This design comes from an exercise in tuning for small area on the open sky130 flow, not from production work.
Only simulation tests tie the RTL to the original design; equivalence was not proved.
Power figures rest on the tool's default switching activity, not on a simulated workload.

<file path="design/flow/config.mk">
export PLATFORM = sky130hd
export DESIGN_NAME = VendingMachine
export DESIGN_NICKNAME = VendingMachine
export VERILOG_FILES = /design/flow/design.v
export SDC_FILE = /design/flow/constraint.sdc
export NUM_CORES = 4
export LEC_CHECK = 0
export CAP_MARGIN = 20
export CORE_MARGIN = 2
export CORE_UTILIZATION = 40
export PLACE_DENSITY = 0.6
export SLEW_MARGIN = 20
</file>
<file path="design/flow/constraint.sdc">
create_clock -name core_clock -period 10.0 [get_ports {clock}]
set_input_delay 2.0000 -clock core_clock [delete_from_list [all_inputs] [get_ports {clock}]]
set_output_delay 2.0000 -clock core_clock [all_outputs]
set_load 0.01 [all_outputs]
</file>
<file path="design/flow/design.v">
module VendingMachine(
  input        clock,
  input        reset,
  input        io_pongMode,
  input  [4:0] io_price,
  input        io_coin2,
  input        io_coin5,
  input        io_buy,
  input        io_p1,
  input        io_p2,
  output       io_releaseCan,
  output       io_alarm,
  output [6:0] io_seg,
  output [3:0] io_an,
  output       io_p2LED1,
  output       io_p2LED2,
  output       io_p2LED3,
  output       io_p2LED4,
  output       io_p2LED5,
  output       io_p2LED6,
  output       io_p2LED7,
  output       io_p1LED1,
  output       io_p1LED2,
  output       io_p1LED3,
  output       io_p1LED4,
  output       io_p1LED5,
  output       io_p1LED6,
  output       io_p1LED7
);
  reg buy_a, buy_s, c2_a, c2_s, c5_a, c5_s, p1_a, p1_s, p2_a, p2_s;
  reg p1_d, p2_d;
  always @(posedge clock) begin
    buy_a <= io_buy;   buy_s <= buy_a;
    c2_a  <= io_coin2; c2_s  <= c2_a;
    c5_a  <= io_coin5; c5_s  <= c5_a;
    p1_a  <= io_p1;    p1_s  <= p1_a;
    p2_a  <= io_p2;    p2_s  <= p2_a;
    p1_d  <= p1_s;
    p2_d  <= p2_s;
  end
  wire p1Trig = p1_s & ~p1_d;
  wire p2Trig = p2_s & ~p2_d;
  reg [2:0] vst;
  reg [7:0] sum;
  wire buyCheck = sum >= {3'b000, io_price};
  always @(posedge clock) begin
    if (reset) vst <= 3'd0;
    else case (vst)
      3'd0: vst <= c2_s ? 3'd2 : c5_s ? 3'd1 : buy_s ? 3'd3 : 3'd0;
      3'd1, 3'd2: vst <= 3'd7;
      3'd3: vst <= buyCheck ? 3'd6 : 3'd4;
      3'd4: vst <= buy_s ? 3'd4 : 3'd7;
      3'd5: vst <= buy_s ? 3'd5 : 3'd7;
      3'd6: vst <= 3'd5;
      default: vst <= (buy_s | c2_s | c5_s) ? 3'd7 : 3'd0;
    endcase
  end
  assign io_releaseCan = vst == 3'd5;
  assign io_alarm = vst == 3'd4;
  always @(posedge clock) begin
    if (reset) sum <= 8'd0;
    else if (vst == 3'd6) sum <= sum - {3'b000, io_price};
    else if (vst == 3'd1) sum <= sum + 8'd5;
    else if (vst == 3'd2) sum <= sum + 8'd2;
  end
  reg [6:0] tc;
  reg [1:0] an;
  wire tcEnd = tc[6] & tc[5] & tc[2];    
  always @(posedge clock) begin
    if (reset) begin
      tc <= 7'd0;
      an <= 2'd0;
    end else begin
      tc <= tcEnd ? 7'd0 : tc + 7'd1;
      if (tcEnd) an <= an + 2'd1;
    end
  end
  reg [3:0] st;
  reg [2:0] pt1, pt2;         
  reg [3:0] hitCnt;
  reg [11:0] bulletCnt;
  reg       bulletY;
  reg [2:0] bullet;
  reg       p1pos, p2pos;
  reg [3:0] rng;
  reg [3:0] wcnt;
  reg [9:0] wclk;
  reg [11:0] bc;
  reg        blk;
  wire bcEnd = bc[11] & bc[8] & bc[7] & bc[6] & bc[2];   
  always @(posedge clock) begin
    if (reset) begin
      bc <= 12'd0;
      blk <= 1'b0;
    end else if (bcEnd) begin
      bc <= {11'd0, ~blk};
      blk <= ~blk;
    end else
      bc <= bc + 12'd1;
  end
  always @(posedge clock) begin
    if (reset) rng <= 4'd0;
    else rng <= rng + 4'd1;
  end
  wire s0 = st == 4'd0;
  wire s1 = st == 4'd1;
  wire s2 = st == 4'd2;
  wire s3 = st == 4'd3;
  wire s4 = st == 4'd4;
  wire s5 = st == 4'd5;
  wire s6 = st == 4'd6;
  wire s9 = st == 4'd9;
  wire s10 = st == 4'd10;
  wire winEn = s9 | s10;
  wire wclkEnd = wclk[9] & wclk[8] & wclk[6] & wclk[0];   
  always @(posedge clock) begin
    if (reset) begin
      wcnt <= 4'd0;
      wclk <= 10'd0;
    end else if (winEn) begin
      if (wcnt == 4'hf) wcnt <= 4'd0;
      else if (wclkEnd) wcnt <= wcnt + 4'd1;
      wclk <= wclkEnd ? 10'd0 : wclk + 10'd1;
    end
  end
  reg [2:0] vPts;
  reg [1:0] vPat;    
  always @(*) begin
    case (wcnt)
      4'd0, 4'd1, 4'd2, 4'd3, 4'd4, 4'd5, 4'd6: vPts = wcnt[2:0];
      4'd7, 4'd8, 4'd10, 4'd12, 4'd14: vPts = 3'd7;
      default: vPts = 3'd0;
    endcase
    case (wcnt)
      4'd0, 4'd1, 4'd9, 4'd12: vPat = 2'd2;
      4'd2, 4'd3, 4'd6, 4'd7, 4'd10, 4'd13: vPat = 2'd3;
      4'd4, 4'd5, 4'd11, 4'd14: vPat = 2'd1;
      default: vPat = 2'd0;
    endcase
  end
  reg [3:0] spd;
  always @(*) begin
    case (hitCnt)
      4'd0: spd = 4'd0;
      4'd1, 4'd2, 4'd3, 4'd4: spd = 4'd1;
      4'd5, 4'd6, 4'd7: spd = 4'd2;
      4'd8: spd = 4'd3;
      4'd9: spd = 4'd4;
      4'd10: spd = 4'd5;
      4'd11: spd = 4'd6;
      4'd12: spd = 4'd7;
      4'd13: spd = 4'd8;
      4'd14: spd = 4'd10;
      default: spd = 4'd12;
    endcase
  end
  wire [11:0] limit = 12'd2500 - 12'd104 * {8'd0, spd};
  always @(posedge clock) begin
    if (reset) bulletCnt <= 12'd0;
    else if (bulletCnt >= limit) bulletCnt <= 12'd0;
    else bulletCnt <= bulletCnt + 12'd1;
  end
  wire bulletTick = bulletCnt == 12'd0;
  wire hit1 = p1pos == bulletY;
  wire hit2 = p2pos == bulletY;
  wire [3:0] hitInc = (hitCnt == 4'hf) ? hitCnt : hitCnt + 4'd1;
  always @(posedge clock) begin
    if (reset) st <= 4'd0;
    else if (!s0 && !io_pongMode) st <= 4'd0;
    else case (st)
      4'd0: st <= p1_s ? 4'd3 : p2_s ? 4'd4 : 4'd0;
      4'd1: st <= hit1 ? 4'd3 : 4'd6;
      4'd2: st <= hit2 ? 4'd4 : 4'd5;
      4'd3: st <= (bullet == 3'd7) ? 4'd2 : 4'd3;
      4'd4: st <= (bullet == 3'd0) ? 4'd1 : 4'd4;
      4'd5: st <= (pt1 == 3'd6) ? 4'd9 : 4'd8;
      4'd6: st <= (pt2 == 3'd6) ? 4'd10 : 4'd7;
      4'd7: st <= p1Trig ? 4'd3 : 4'd7;
      4'd8: st <= p2Trig ? 4'd4 : 4'd8;
      4'd9: st <= p1Trig ? 4'd0 : 4'd9;
      4'd10: st <= p2Trig ? 4'd0 : 4'd10;
      default: st <= st;
    endcase
  end
  always @(posedge clock) begin
    if (reset) begin
      pt1 <= 3'd0;
      pt2 <= 3'd0;
      hitCnt <= 4'd0;
      bulletY <= 1'b0;
      bullet <= 3'd0;
      p1pos <= 1'b0;
      p2pos <= 1'b0;
    end else begin
      if (s0) pt1 <= 3'd0;
      else if (s5) pt1 <= pt1 + 3'd1;
      else if (s9) pt1 <= vPts;
      if (s0) pt2 <= 3'd0;
      else if (s6) pt2 <= pt2 + 3'd1;
      else if (s10) pt2 <= vPts;
      if (s0 | s5 | s6) hitCnt <= 4'd0;
      else if ((s1 & hit1) | (s2 & hit2)) hitCnt <= hitInc;
      if (s0) begin
        if (p1_s) bulletY <= 1'b1;
        else if (p2_s) bulletY <= 1'b0;
      end else if (s1 & hit1) bulletY <= ~rng[3];
      else if (s2 & hit2) bulletY <= rng[3];
      if (s0) begin
        if (p1_s) bullet <= 3'd0;
        else if (p2_s) bullet <= 3'd7;
      end else if (s1 & hit1) begin
        if (rng[3] != bulletY) bullet <= bullet + 3'd1;
      end else if (s2 & hit2) begin
        if (rng[3] == bulletY) bullet <= bullet - 3'd1;
      end else if (s3 & bullet != 3'd7 & bulletTick) bullet <= bullet + 3'd1;
      else if (s4 & bullet != 3'd0 & bulletTick) bullet <= bullet - 3'd1;
      if (s0) p1pos <= 1'b0;
      else if (p1Trig) p1pos <= ~p1pos;
      if (s0) p2pos <= 1'b1;
      else if (p2Trig) p2pos <= ~p2pos;
    end
  end
  reg [3:0] bA, bD, bG;
  reg bE, bF, bB, bC;
  wire tc25 = tc == 7'd25;
  wire tc50 = tc == 7'd50;
  wire tc75 = tc == 7'd75;
  wire [3:0] ballDig = 4'b1000 >> bullet[2:1];
  wire [3:0] visDig = s9 ? 4'b1100 : 4'b0011;    
  always @(posedge clock) begin
    if (reset | s0) begin
      bA <= 4'd0; bD <= 4'd0; bG <= 4'd0;
      bE <= 1'b0; bF <= 1'b0; bB <= 1'b0; bC <= 1'b0;
    end else if (tc25) begin
      bA <= bulletY ? ballDig : 4'd0;
      bD <= bulletY ? 4'd0 : ballDig;
      bG <= 4'd0;
      bE <= 1'b0; bF <= 1'b0; bB <= 1'b0; bC <= 1'b0;
    end else if (tc50) begin
      if (p1pos) bF <= 1'b1; else bE <= 1'b1;
    end else if (tc75) begin
      if (p2pos) bB <= 1'b1; else bC <= 1'b1;
    end else if (winEn) begin
      bA <= (vPat == 2'd1) ? visDig : 4'd0;
      bD <= (vPat == 2'd2) ? visDig : 4'd0;
      bG <= (vPat == 2'd3) ? visDig : 4'd0;
      bE <= 1'b0; bF <= 1'b0; bB <= 1'b0; bC <= 1'b0;
    end
  end
  wire rawEn = io_pongMode & (s0 ? blk : 1'b1);
  wire [7:0] sq = sum / 8'd10;
  wire [7:0] sr = sum % 8'd10;
  wire [4:0] pq = io_price / 5'd10;
  wire [4:0] pr = io_price % 5'd10;
  reg [3:0] dig;
  always @(*) begin
    case (an)
      2'd0: dig = {1'b0, sq[2:0]};
      2'd1: dig = sr[3:0];
      2'd2: dig = {2'b00, pq[1:0]};
      default: dig = pr[3:0];
    endcase
  end
  reg [6:0] decSeg;
  always @(*) begin
    case (dig)
      4'd0: decSeg = 7'h3f;
      4'd1: decSeg = 7'h06;
      4'd2: decSeg = 7'h5b;
      4'd3: decSeg = 7'h4f;
      4'd4: decSeg = 7'h66;
      4'd5: decSeg = 7'h6d;
      4'd6: decSeg = 7'h7d;
      4'd7: decSeg = 7'h07;
      4'd8: decSeg = 7'h7f;
      default: decSeg = 7'h6f;
    endcase
  end
  reg [6:0] pongSeg;    
  always @(*) begin
    case (an)
      2'd0: pongSeg = 7'h73;
      2'd1: pongSeg = 7'h3f;
      2'd2: pongSeg = 7'h37;
      default: pongSeg = 7'h3d;
    endcase
  end
  reg [6:0] rawSeg;
  always @(*) begin
    case (an)
      2'd0: rawSeg = {bG[3], bF, bE, bD[3], 2'b00, bA[3]};
      2'd1: rawSeg = {bG[2], 2'b00, bD[2], 2'b00, bA[2]};
      2'd2: rawSeg = {bG[1], 2'b00, bD[1], 2'b00, bA[1]};
      default: rawSeg = {bG[0], 2'b00, bD[0], bC, bB, bA[0]};
    endcase
  end
  wire [6:0] seg = rawEn ? rawSeg : io_pongMode ? pongSeg : decSeg;
  assign io_seg = ~seg;
  assign io_an = ~(4'b1000 >> an);
  assign io_p1LED1 = pt1 >= 3'd1;
  assign io_p1LED2 = pt1 >= 3'd2;
  assign io_p1LED3 = pt1 >= 3'd3;
  assign io_p1LED4 = pt1 >= 3'd4;
  assign io_p1LED5 = pt1 >= 3'd5;
  assign io_p1LED6 = pt1 >= 3'd6;
  assign io_p1LED7 = pt1 == 3'd7;
  assign io_p2LED1 = pt2 >= 3'd1;
  assign io_p2LED2 = pt2 >= 3'd2;
  assign io_p2LED3 = pt2 >= 3'd3;
  assign io_p2LED4 = pt2 >= 3'd4;
  assign io_p2LED5 = pt2 >= 3'd5;
  assign io_p2LED6 = pt2 >= 3'd6;
  assign io_p2LED7 = pt2 == 3'd7;
endmodule
</file>
<file path="design/flow/run.sh">
#!/bin/bash
# synth_recipe.tcl (not shown) runs the flow's synth.tcl, then flattens the netlist and writes it again
# the make line also repeats each setting of config.mk as NAME=value (left out here)
make -C /OpenROAD-flow-scripts/flow DESIGN_CONFIG=/design/flow/config.mk WORK_HOME=/design/flow/orfs CLKGATE_MAP_FILE= SYNTH_SCRIPT=/design/flow/synth_recipe.tcl finish
</file>
==> results.txt, run 1 <==
In this run the remaining antenna-violating nets after routing total 0. In this run, flip-flops and latches consume 32.3% of the power. Summed over all instances, the cell type with the most area after synthesis is sky130_fd_sc_hd__dfxtp_1.

Slowest stage cell on the critical path: sky130_fd_sc_hd__clkdlybuf4s50_1. The logs give 0 for the count of pins over their slew limit and 17.7% for the overall track demand over capacity in global routing. The net total in the final layout was 1138. The initial antenna violation count was 0; the via count of the first global-routing pass was 6616.

Across all layers, the routed design uses 7206 vias. The routed wire length per instance was 14.3 um. In this design, the largest share of critical-path delay is due to compound AO/OA/AOI/OAI gates. Along the worst hold path, the cell count comes to 0. The logs give 0.0197 sq mm for the placeable core area and 0.00927 sq mm for the final instance area.

The later pin in the worst-skew pair is clocked with a latency of 430 ps. Counting stages on the worst path, the most repeated cell is sky130_fd_sc_hd__a21oi_1. For the pin with the worst max-slew slack, the measured transition is 927 ps.

The number of buffers and inverters on the critical path is 4. The clock transition at the registers of the reported paths was 50 ps. The H-tree was split into 4 levels. Walking the worst path, the cells encountered are clkdlybuf4s50_1, mux2_2, a32oi_1, o22ai_1, a21oi_1, ha_1, nor4b_1, a311o_1, a31oi_1, o211ai_1, o2111a_1, a21boi_1, o211ai_1, inv_1, ha_1, inv_1, a21oi_1, a21oi_1, o31a_1, clkdlybuf4s50_1. Clock skew on the completed layout was measured at 11.5 ps. Combinational power share: 30.2%. Yosys mapped a number of flops with a built-in enable equal to 0. The internal power of the cells totals 1.15 mW.

At the worst endpoint, the required time is 8000 ps. The HPWL after detailed placement is 13800 um. The run gives 0 as the hold violation count in the final report. The cell count after synthesis was 1027.

Across the run, the number of max-cap violations was 0. After clock tree synthesis, the setup repair step added 0 buffers. After clock tree synthesis, the flow added hold-fix buffers numbering 0.

Type of the worst setup path: in -> out. The synthesized design contains 115 register bits. The worst path needs 8520 ps of the cycle, external delays included.

The global-route wire length before repair was 31500 um. The area share of the leading cell type in the synthesized netlist works out to 28.5%. Sequential area share after synthesis: 28.5%.

The category of the worst setup path capture point is a primary output. In this run the worst path has a maximum fanout of 5. In the routed layout, each cell is associated on average with a via count of 5.45. Setup violations remaining at the end of the flow were counted as 0. Static timing analysis puts the maximum clock frequency at 0.117 GHz.

The nature of the critical path startpoint was an input pin. Leaving out fill and tap cells, the most frequent cells in the layout are sky130_fd_sc_hd__nor2_1, sky130_fd_sc_hd__dfxtp_1, sky130_fd_sc_hd__ha_1, sky130_fd_sc_hd__a21oi_1, sky130_fd_sc_hd__inv_1. The height of the die was 146 um.

The post-CTS resize count was 0. For the leakage component of the power, the log shows 3.72 nW. Net switching is 34.1% of the power.

Counting distinct cell types in the post-synthesis netlist gives 82. The worst hold path begins at c2_a. The global routing usage on met3 is 3.06%.

After synthesis, the cell types taking the most area are sky130_fd_sc_hd__dfxtp_1, sky130_fd_sc_hd__ha_1, sky130_fd_sc_hd__nor2_1. After synthesis the cells add up to 0.00808 sq mm. At the end of routability-driven placement, the weighted congestion stood at 0.851. Each instance of the synthesized netlist takes up on average 7.87 sq um. Leaving out fill and tap cells, the most frequent cell in the layout is sky130_fd_sc_hd__nor2_1.

In this run the cell area measured after placement is 0.00862 sq mm. The min-delay analysis places its worst path in the category reg -> reg. In this run the most used layer during global routing was met2. Peak supply drop: 124 uV.

The net switching component of the power is 597 uW, and the clock net sink count is 115. Global routing consumed, on the met2 layer, 29.6% of the routing resources. The tools report the cell chosen for the clock root as sky130_fd_sc_hd__clkbuf_16. In this design, the stage delay of the slowest critical-path cell is 480 ps.

The floorplan step defined a die boundary enclosing 0.0213 sq mm. The area growth from synthesis to layout is 14.7%. In this run the power density over the cells is 189 mW/mm^2.

The maximum number of pins on one net before global-route repair was 32; the total nets after synthesis was 1120. The total negative setup slack was 0 ps; the diode insertion count for antenna repair was 0. The share of the cycle needed by the critical path after routing is 85.2%.

Setup repair after global routing left no endpoint under its margin. The worst hold path terminates at c2_s. For this design the top-level I/O count stands at 40. In the global route stage, met1 resource usage came out at 23.3%.

During placement, the flow inserted port buffers numbering 39. The final wirelength is 18900 um. The worst slew margin relative to its limit was 37.9%; the largest buffer count on any clock path was 2.

The starting density of the core is 41.1%, and the number of standard-cell rows in the floorplan is 51. For the power share of the clock group, the log shows 37.6%. Setup slack on the worst reg-to-reg path comes out at 6340 ps.

Of the cells placed in the final design, the portion with a size suffix greater than 1 is 5.58%. The primary flip-flop cell chosen by synthesis mapping is sky130_fd_sc_hd__dfxtp_1. From left edge to right edge, the die measures 146 um. The detailed router finished its first iteration with 478 violations.

The number of cells on the worst reg-to-reg path is 14. TritonCTS built the clock tree. The endpoint identified for the worst register-to-register timing path is bulletCnt[11]. The share of async-settable or async-resettable flops after synthesis came out at 0%. Number of warnings reported in the yosys synthesis log: 1. Before antenna repair, the detailed router went through 7 iterations. The critical register-to-register path startpoint is spd[1].

Hold timing on the final database bottoms out at a slack of 324 ps. After detailed routing, the number of remaining DRC violations is 0. The arrival time of the worst setup path is 6520 ps, and the global-route congestion overflow total is 0. The flow ran to the end and the layout has no timing, DRC or antenna violations. TritonCTS created 17 clock buffers.
-- state kept, by name, summed over array words and instances (netlist names), 3 cells and up --
register and count:
hitCnt 4, bulletCnt 12, pt1 3, bD 4, vst 3, bullet 3
sum 8, wclk 10, bc 12, spd 4, wcnt 4, pt2 3
bA 4, tc 7, rng 4, st 4
-- final cells by class --
class	count	area (sq um)
Fill cell	1972	10400
Multi-Input combinational cell	796	5300
Sequential cell	115	2300
Clock buffer	20	467
Timing Repair Buffer	42	413
Tap cell	265	332
Inverter	73	274
Clock inverter	12	179
-- logic make-up (layout without fill, tap and decap cells) --
group	after synthesis	count (layout)	share of synthesized area, %
and+or+nand+nor	374	374	22.8
AOI/OAI and AO/OA	258	258	20.8
buffers and inverters	116	147	5.87
DFF	115	115	28.5
adders and majority gates	82	82	12.8
xor gates and xnor gates	68	68	7.37
muxes	14	14	1.89
-- cells in the mapped netlist, types with 7 or more instances --
cell	count
sky130_fd_sc_hd__nor2_1	136
sky130_fd_sc_hd__dfxtp_1	115
sky130_fd_sc_hd__ha_1	78
sky130_fd_sc_hd__a21oi_1	73
sky130_fd_sc_hd__inv_1	69
sky130_fd_sc_hd__nand2_1	65
sky130_fd_sc_hd__o21ai_0	65
sky130_fd_sc_hd__xnor2_1	38
sky130_fd_sc_hd__nand3_1	35
sky130_fd_sc_hd__nor3_1	30
sky130_fd_sc_hd__xor2_1	30
sky130_fd_sc_hd__clkbuf_1	25
sky130_fd_sc_hd__nor2b_1	18
sky130_fd_sc_hd__a21o_1	14
sky130_fd_sc_hd__nand4_1	14
sky130_fd_sc_hd__or3_1	14
sky130_fd_sc_hd__nand2b_1	13
sky130_fd_sc_hd__o211ai_1	12
sky130_fd_sc_hd__a31oi_1	11
sky130_fd_sc_hd__and3_1	11
sky130_fd_sc_hd__a211oi_1	9
sky130_fd_sc_hd__o22ai_1	8
sky130_fd_sc_hd__a211o_1	7
sky130_fd_sc_hd__a221oi_1	7
sky130_fd_sc_hd__buf_2	7
sky130_fd_sc_hd__mux2i_1	7
-- worst max-delay path by stage --
stage | start | end | slack, ps | cells past startpoint
after floorplan | io_price[3] | io_seg[4] | 2910 | 18
after global placement | io_price[3] | io_seg[4] | 1570 | 20
after detailed placement | io_price[3] | io_seg[4] | 1510 | 20
after CTS | io_price[3] | io_seg[4] | 1490 | 20
after global routing | io_price[3] | io_seg[4] | 1130 | 20
final | io_price[3] | io_seg[4] | 1480 | 20
-- through the flow --
stage	setup slack [ps]	instances	util, %	total power, mW
floorplan	2910	1027	-	0.956
global placement	1570	1291	43.9	1.10
detailed placement	1510	1291	43.9	1.10
CTS	1490	1323	47.2	1.77
global route	1130	1323	47.2	1.86
finish	1480	1323	47.2	1.75
-- layer usage --
layer  wire, um  share of wire, %
met1       9160                49
met2       8820                47
met3        607               3.2
met4        275               1.5
met5          0                 0
-- power groups by stage --
| stage | combinational (mW) | sequential (mW) | clock, mW |
|---|---|---|---|
| final | 0.528 | 0.566 | 0.658 |
| after global routing | 0.594 | 0.573 | 0.690 |
| after CTS | 0.532 | 0.563 | 0.673 |
| after detailed placement | 0.527 | 0.573 | 0 |
| after global placement | 0.526 | 0.574 | 0 |
| after floorplan | 0.433 | 0.522 | 0 |
==> inputs of run 2 (changes only) <==
--- a/design/flow/config.mk
+++ b/design/flow/config.mk
@@ -6,4 +6,5 @@
 export NUM_CORES = 4
 export LEC_CHECK = 0
+export ABC_AREA = 1
 export CAP_MARGIN = 20
 export CORE_MARGIN = 2
==> run 2 against run 1 <==
Net effect: synthesized cell count up 11%; global-route usage decreased by 0.38 points; sequential power about the same; clock-buffer cell count fell by 1; combinational power rose by 74%; via count decreased by 1.7%; die area down 2.5%; critical endpoint is now io_seg[3].
==> results.txt, run 2 <==
Following the worst setup path forward leads to its endpoint at io_seg[3]. Maximum number of pins on one net before global-route repair: 21 (-34%). The logs give 0 (unchanged) for the number of hold buffers added after CTS and 29.3% (+0.76 points) for the sequential area share after synthesis. The count of pins over their slew limit is 0 (unchanged). The logs give 29700 um (-6.0%) for the global-route wire length before repair and 1 (unchanged) for the number of warnings reported in the yosys synthesis log. The run finished with no timing, DRC or antenna violations.

The diode insertion count for antenna repair was 0 (unchanged); the final worst setup slack was 1940 ps (+469 ps). The port buffer count was 39 (unchanged); the global-route congestion overflow total was 0 (unchanged). The tools report the clock net sink count as 115 (unchanged).

Setup repair after global routing left no endpoint under its margin. TritonCTS built the clock tree. In the post-synthesis netlist, the cell with the most instances is sky130_fd_sc_hd__nand2_1. The hold violation count in the final report was 0 (unchanged); the horizontal extent of the die was 144 um (-1.3%).

The logs give 6060 ps (-460 ps) for the arrival time of the worst setup path and 8000 ps (about the same) for the required arrival time at the worst endpoint. Slowest stage cell on the critical path: sky130_fd_sc_hd__clkdlybuf4s50_1. Ranked by total cell area, the synthesized netlist is headed by sky130_fd_sc_hd__dfxtp_1, sky130_fd_sc_hd__ha_1, sky130_fd_sc_hd__nand2_1. The number of clock buffers inserted by TritonCTS came out at 17 (unchanged). The tools report the worst slew margin relative to its limit as 48.3% (+10 points). The post-CTS resize count came out at 0 (unchanged). The cell area power density works out to 227 mW/mm^2 (+20%). By count the netlist is led by sky130_fd_sc_hd__nand2_1, sky130_fd_sc_hd__inv_1, sky130_fd_sc_hd__nor2_1.

Final setup violation count: 0 (unchanged). The worst min-delay path class was reg -> reg. For the final core utilization, the log shows 46.9% (-0.24 points). Counting stages on the worst path, the most repeated cell is sky130_fd_sc_hd__nand2_2. The number of cells on the worst reg-to-reg path was 15 (+1); the number of standard-cell rows in the floorplan was 51 (unchanged). Insertion delay of the later-clocked pin in the worst-skew pair: 410 ps (-20 ps). The worst setup skew after layout is 7.56 ps (-3.89 ps).

The run gives 13100 um (-4.9%) as the HPWL after detailed placement. The final wirelength is 17100 um (-9.4%), and the remaining antenna violation count after routing is 0 (unchanged). The post-synth design cell area was 0.00787 sq mm (-2.6%). The net total in the final layout was 1274 (+12%). The tools report the leakage component of the power as 4.01 nW (+7.7%). The pre-CTS setup slack is 1930 ps (+422 ps), and the share of async-settable or async-resettable flops after synthesis is 0% (unchanged). For the vias after detailed routing, the log shows 7081 (-1.7%).

The tree is rooted in a sky130_fd_sc_hd__clkbuf_16. For the via count of the first global-routing pass, the log shows 6807 (+2.9%). Largest area contributor in the synthesized netlist: sky130_fd_sc_hd__dfxtp_1. In the final layout, the registers with the most flip-flops are bc (12), bulletCnt (12), wclk (10). The run gives 0 ps (unchanged) as the total negative setup slack. The worst setup path is of the in -> out kind. Number of top-level pins: 40 (unchanged). The delay of the slowest cell on the worst path works out to 590 ps (+110 ps). The number of distinct library cell variants in the gate-level netlist after synthesis is 58 (-29%).

The share of the cycle needed by the critical path after routing works out to 80.6% (-4.7 points). In the layout the commonest cells are sky130_fd_sc_hd__nand2_1, sky130_fd_sc_hd__inv_1, sky130_fd_sc_hd__nor2_1, sky130_fd_sc_hd__dfxtp_1, sky130_fd_sc_hd__ha_1. Number of enable flip-flop cells after synthesis: 0 (unchanged). STA classifies the critical path endpoint as a primary output. The achievable frequency came out at 0.124 GHz (+5.8%). The clock transition at the registers of the reported paths works out to 50 ps (about the same).

The slew at the pin closest to its max-slew limit was 776 ps (-151 ps). The tools report the iteration count of the initial detailed-routing pass as 4 (-3). For the total setup buffers inserted after CTS, the log shows 0 (unchanged).

The proportion of layout cells with a drive suffix above 1 is 7.71% (+2.1 points), and the overall track demand over capacity in global routing is 17.3% (-0.38 points). Remaining routing DRC violations: 0 (unchanged). The kind of cell with the highest combined delay along the critical path is simple AND/OR/NAND/NOR gates. The tools report the post-placement cell area as 0.00853 sq mm (-1.1%).

Tracing the worst setup path back leads to its startpoint at io_price[4]. The area share of the leading cell type in the synthesized netlist came out at 29.3% (+0.76 points). The cell count after synthesis is 1138 (+11%).

The initial antenna violation count is 0 (unchanged). The run gives 2 (unchanged) as the largest buffer count on any clock path. The routed wire length per instance was 11.7 um (-18%); the reg2reg setup slack was 6620 ps (+280 ps). The critical register-to-register path startpoint was spd[1]. The shortest period the worst path allows came out at 8060 ps (-469 ps).

The maximum fanout count along the critical path works out to 5 (unchanged). The total nets after synthesis is 1231 (+9.9%), and the total buffers and inverters traversed by the critical path is 6 (+2). The library cell used most frequently in the layout, excluding fill and tap cells, is sky130_fd_sc_hd__nand2_1. Detail-routed via count per cell: 4.85 (-11%).

The tools report the total power draw as 2.07 mW (+18%). The post-synthesis sequential element count came out at 115 (unchanged). The mean cell area of the mapped netlist is 6.91 sq um (-12%).

The critical path depth works out to 29 (+45%). Starting density of the core: 40.6% (-0.54 points). The most used flip-flop cell after synthesis is sky130_fd_sc_hd__dfxtp_1.

For the total number of H-tree levels, the log shows 4 (unchanged). The area growth from synthesis to layout is 15.7%. For the placeable core area, the log shows 0.0194 sq mm (-1.3%). The number of DRC markers in iteration 0 came out at 325 (-32%). Peak supply drop: 123 uV (-0.75%).

For the number of max-cap violations, the log shows 0 (unchanged). The run gives 0.0208 sq mm (-2.5%) as the full die area. The final weighted congestion in routability-driven placement was 0.854 (+0.40%); the height of the die was 144 um (-1.3%). The final instance area is 0.00910 sq mm (-1.8%). Endpoint of the lowest-slack register-to-register path: bulletCnt[3]. The worst setup path is launched from an input pin.
run 2: changes by cell type after synthesis, sizes merged, moves of 19 or more:
cell / previous run / this run
inv: 71 / 197
xnor2: 38 / 14
nand3: 36 / 64
xor2: 30 / 11
nand2: 65 / 209
nor2b: 20 / 0
run 2: cells by family (layout without fill, tap and decap cells):
| kind of cell | after synthesis | after routing | synth area share [%] |
|---|---|---|---|
| DFF | 115 | 115 | 29.3 |
| xor gates and xnor gates | 25 | 25 | 2.78 |
| adders and majority gates | 80 | 80 | 12.9 |
| AOI/OAI and AO/OA | 204 | 204 | 15.5 |
| and+or+nand+nor | 499 | 499 | 29.1 |
| buffers and inverters | 215 | 271 | 10.5 |
run 2: how the worst min path moves through the flow:
| stage | to | start | slack, ps | cells past startpoint |
|---|---|---|---|---|
| 5_1_grt | c5_s | c5_a | 330 | 0 |
| 4_1_cts | c2_s | c2_a | 330 | 0 |
| 3_3_place_gp | p2_s | p2_a | 310 | 0 |
| 2_1_floorplan | buy_s | buy_a | 310 | 0 |
| 6_report | c2_s | c2_a | 320 | 0 |
| 3_5_place_dp | c2_s | c2_a | 310 | 0 |
run 2: routing by layer:
metal	track usage, %	wire length (um)	vias to the layer above
met5	0	0	-
met4	6.08	295	0
met3	3.38	546	25
met2	29.5	7870	120
met1	22.0	8380	3135
li1	-	-	3801
run 2: stage by stage:
step                      instances  hold WS, ps
final                          1459          324
after global routing           1459          332
after CTS                      1459          327
after detailed placement       1427          314
after global placement         1427          312
after floorplan                1138          310
run 2: worst register-to-register path, stage by stage, from the launching register on:
cell                       delay [ps]
sky130_fd_sc_hd__dfxtp_1          390
sky130_fd_sc_hd__ha_1             260
sky130_fd_sc_hd__ha_1             280
sky130_fd_sc_hd__ha_1             160
sky130_fd_sc_hd__inv_1             50
sky130_fd_sc_hd__fa_1             370
sky130_fd_sc_hd__or2_2            330
sky130_fd_sc_hd__nand2_1           70
sky130_fd_sc_hd__a21oi_1           60
sky130_fd_sc_hd__xor2_1           200
sky130_fd_sc_hd__nand3_1          110
sky130_fd_sc_hd__ha_1             310
sky130_fd_sc_hd__a211oi_1         220
sky130_fd_sc_hd__o21ai_0          110
sky130_fd_sc_hd__buf_4            190
sky130_fd_sc_hd__nor3b_1          180
run 2: cell type report:
class	instances	area [sq um]
flip-flops and latches	115	2300
multi-input cells	808	4740
well taps	265	332
clock inverters	13	138
repair buffers	41	405
fillers	2020	10300
clock buffers	19	433
inverters	198	748
run 2: report_power, final:
part | leakage [nW] | internal (mW) | switching (mW) | total [mW]
clock network | 0.261 | 0.365 | 0.218 | 0.583
logic | 2.81 | 0.358 | 0.563 | 0.920
registers | 0.937 | 0.502 | 0.0645 | 0.567
total | 4.01 | 1.22 | 0.846 | 2.07

[separate check: timing with driven ports]
How much do the figures lean on ideal ports? The routed layouts below were timed once more, with nothing changed but the port constraints.
Step 1, drivers: a clkbuf_16 drives clock and a buf_2 each remaining input, both assumed.
Step 2 moves the port delays by t, midway between the first and last clock arrival at a register: inputs arrive t later, outputs are due t later. That takes back most of the time a late clock gives input paths.
a / b / c = ideal / step 1 / step 2; a / b = the first two.
run	shift t [ns]	slack for setup (ns)	latest minus earliest clock arrival (ns)
run 1	0.461	1.476 / 1.453 / 1.453	0.014 / 0.013
run 2	0.452	1.945 / 1.917 / 1.917	0.007 / 0.008
After both steps every run listed still meets setup and hold. The setup slack of run 2, which loses most, moves by -0.028 ns with the drivers and by -0.028 ns with both steps.
